What follows belongs to an exercise in optimizing a design on an open flow for small area and a short achievable clock period; a production flow would make more cautious choices. In this exercise RTL edits were held to simulation tests only and were not proved equivalent to the original. Power is estimated from default activity; no workload was simulated.

// SingleCycle
module SingleCycle(Clk, Rst, startPC, currentPC, instruction,
                   dMemAddr, dMemWData, dMemRead, dMemWrite, dMemRData);
   input Clk;
   input Rst;
   input [63:0] startPC;
   output [63:0] currentPC;
   input [31:0] instruction;
   output [63:0] dMemAddr;
   output [63:0] dMemWData;
   output dMemRead;
   output dMemWrite;
   input [63:0] dMemRData;
   reg [63:0] currentPC;
   wire [63:0] nextPC;
   wire [4:0] rd = instruction[4:0];
   wire [4:0] rn = instruction[9:5];
   wire [4:0] rm = instruction[20:16];
   wire IsLDUR, IsSTUR, IsCBZ, IsB, RegWrite;
   Control control(
      .OPCode(instruction[31:21]),
      .IsLDUR(IsLDUR), .IsSTUR(IsSTUR), .IsCBZ(IsCBZ), .IsB(IsB),
      .RegWrite(RegWrite)
   );
   wire SelMem, SelShift, SelOr, SelAnd, SelAdd, Sub, ShLeft, OrImm;
   ALUControl aluctl(
      .Instr(instruction),
      .SelMem(SelMem), .SelShift(SelShift), .SelOr(SelOr), .SelAnd(SelAnd),
      .SelAdd(SelAdd), .Sub(Sub), .ShLeft(ShLeft), .OrImm(OrImm)
   );
   wire [4*31-1:0] selA;
   wire [2*31-1:0] selB;
   wire [30:0] we;
   genvar r;
   generate
      for (r = 0; r < 4; r = r + 1) begin : deca
         Dec5 d(.A(rn), .Y(selA[31*r +: 31]));
      end
      for (r = 0; r < 2; r = r + 1) begin : decb
         DecB d(.Rd(rd), .Rm(rm), .UseRd(instruction[28]), .Y(selB[31*r +: 31]));
      end
      for (r = 0; r < 31; r = r + 1) begin : decw
         assign we[r]   = RegWrite & (rd == r);
      end
   endgenerate
   wire [63:0] Out1, Out1A, Out1An, Out2, Data;
   RegisterFile registers(
      .SelA(selA), .SelB(selB), .WE(we), .Data(Data),
  ...
make LEC_CHECK=0 CAP_MARGIN=30 CORE_MARGIN=2 CORE_UTILIZATION=55 CTS_BUF_LIST=sky130_fd_sc_hd__clkbuf_16 CTS_CLUSTER_DIAMETER=85 CTS_CLUSTER_SIZE=22 PLACE_DENSITY=0.7 SETUP_SLACK_MARGIN=5 SLEW_MARGIN=30 SYNTH_HIERARCHICAL=1 TNS_END_PERCENT=0 finish   # period 18.0 ns
run.sh (not shown) runs the stock make flow with config.mk's settings and CLKGATE_MAP_FILE= SYNTH_SCRIPT=/design/flow/synth_recipe.tcl, a recipe that flattens the netlist after the stock synthesis.
==> next run, changes <==
==> flow/flow/run.sh (new file) <==
#!/bin/bash
# Own flow: the standard layout (standard.sh: unchanged synthesis and
# steps, the standard flow's SDC and clock period) with two changes to how the layout is
# optimised:
#  - timing repair aims for a larger setup margin, so it keeps improving the
#    paths past the design's clock period;
#  - the port buffers are buf_1 instead of the delay cell buffer_ports picks
#    by default (every port still gets its buffer).
# The make output goes to layout.log; ORFS keeps each step's log under orfs/logs.
set -euo pipefail
cd "$(dirname "$0")/.."
MARGIN=${OWN_SETUP_MARGIN:-8}
sed -e "s/SETUP_SLACK_MARGIN=[^ ]*/SETUP_SLACK_MARGIN=${MARGIN}/" \
    -e "s/CLKGATE_MAP_FILE= /CLKGATE_MAP_FILE= 'BUFFER_PORTS_ARGS=-buffer_cell sky130_fd_sc_hd__buf_1' /" \
    standard.sh > own_standard.sh
grep -q "SETUP_SLACK_MARGIN=${MARGIN}" own_standard.sh
grep -q "BUFFER_PORTS_ARGS" own_standard.sh
bash own_standard.sh finish > layout.log 2>&1
test -s out/final.def
==> flow/standard.sh (new file) <==
#!/bin/bash
# synth_recipe.tcl (not shown) runs the flow's synth.tcl, then flattens the netlist and writes it again
# the make line also repeats each setting of config.mk as NAME=value (left out here)
make -C /OpenROAD-flow-scripts/flow DESIGN_CONFIG=/design/flow/config.mk WORK_HOME=/design/flow/orfs CLKGATE_MAP_FILE= SYNTH_SCRIPT=/design/flow/synth_recipe.tcl "${@:-finish}"
removed: flow/run.sh
Worst hold slack got worse by 0.0074 ns.
Setup slack is better by 1.7 ns.
Cell area rose by about 3%.
Global-route usage rose by 2.0 points.
Routed wire length goes up by 4.5%.
Final cell count climbs by about 3.7%.
First-iteration DRC count increases by about 9%.
Utilization came out higher by 1.9 points.
Power climbs by 1.1%.
==> next run, changes <==
CORE_UTILIZATION = 60   (was 55)
PLACE_DENSITY = 0.74   (was 0.7)
Result:
- The changed run finished with timing, DRC and antenna clean
- global-route usage barely changes
- critical path depth shrinks by 7
- total power shrinks by 3.5%
- worst setup slack gets better by 0.086 ns
- flip-flop and latch count does not change
- routed wire length shrinks by 8.4%
- cell count shrinks by 2.9%
- clock skew grows by 0.016 ns
- synthesized cell count does not change
- hold slack gets better by 0.0030 ns
- fmax grows by 0.77%
==> next run, changes <==
CAP_MARGIN = 20   (was 30)
CORE_UTILIZATION = 58   (was 60)
PLACE_DENSITY = 0.72   (was 0.74)
SLEW_MARGIN = 20   (was 30)
Wire length is higher by a little under a tenth.
Maximum frequency is lower slightly.
Setup slack loses 0.044 ns.
Utilization is lower by 1.1 points.
Flip-flop and latch count stays the same.
Synthesized cell count is unchanged.
Die area is higher by a few percent.

re-timing with driven ports:
Ports are ideal in the flow. The routed layouts listed here were re-timed in OpenROAD. Step 1, drivers: a clkbuf_16 drives Clk and a buf_2 each remaining input, both assumed. Step 2 also shifts input and output timing later by t, the mid clock arrival at the registers, as if the neighbouring blocks saw the same clock. Slacks: ideal / step 1 / step 2; pairs: ideal / step 1.
run	shift t [ns]	setup slack, ns	latest minus earliest clock arrival (ns)	worst slew at a driven data input, ns
the first run	0.909	4.989 / 4.946 / 4.625	0.065 / 0.064	0.15
the second run	0.923	6.733 / 6.399 / 6.095	0.038 / 0.039	0.49
the third run	0.903	6.818 / 6.532 / 6.096	0.055 / 0.055	0.31
the fourth run	0.918	6.774 / 6.331 / 6.087	0.047 / 0.047	0.52
After both steps every run listed still meets setup and hold. For the third run, which loses most, drivers alone change the setup slack by -0.286 ns; drivers and shift together by -0.722 ns.
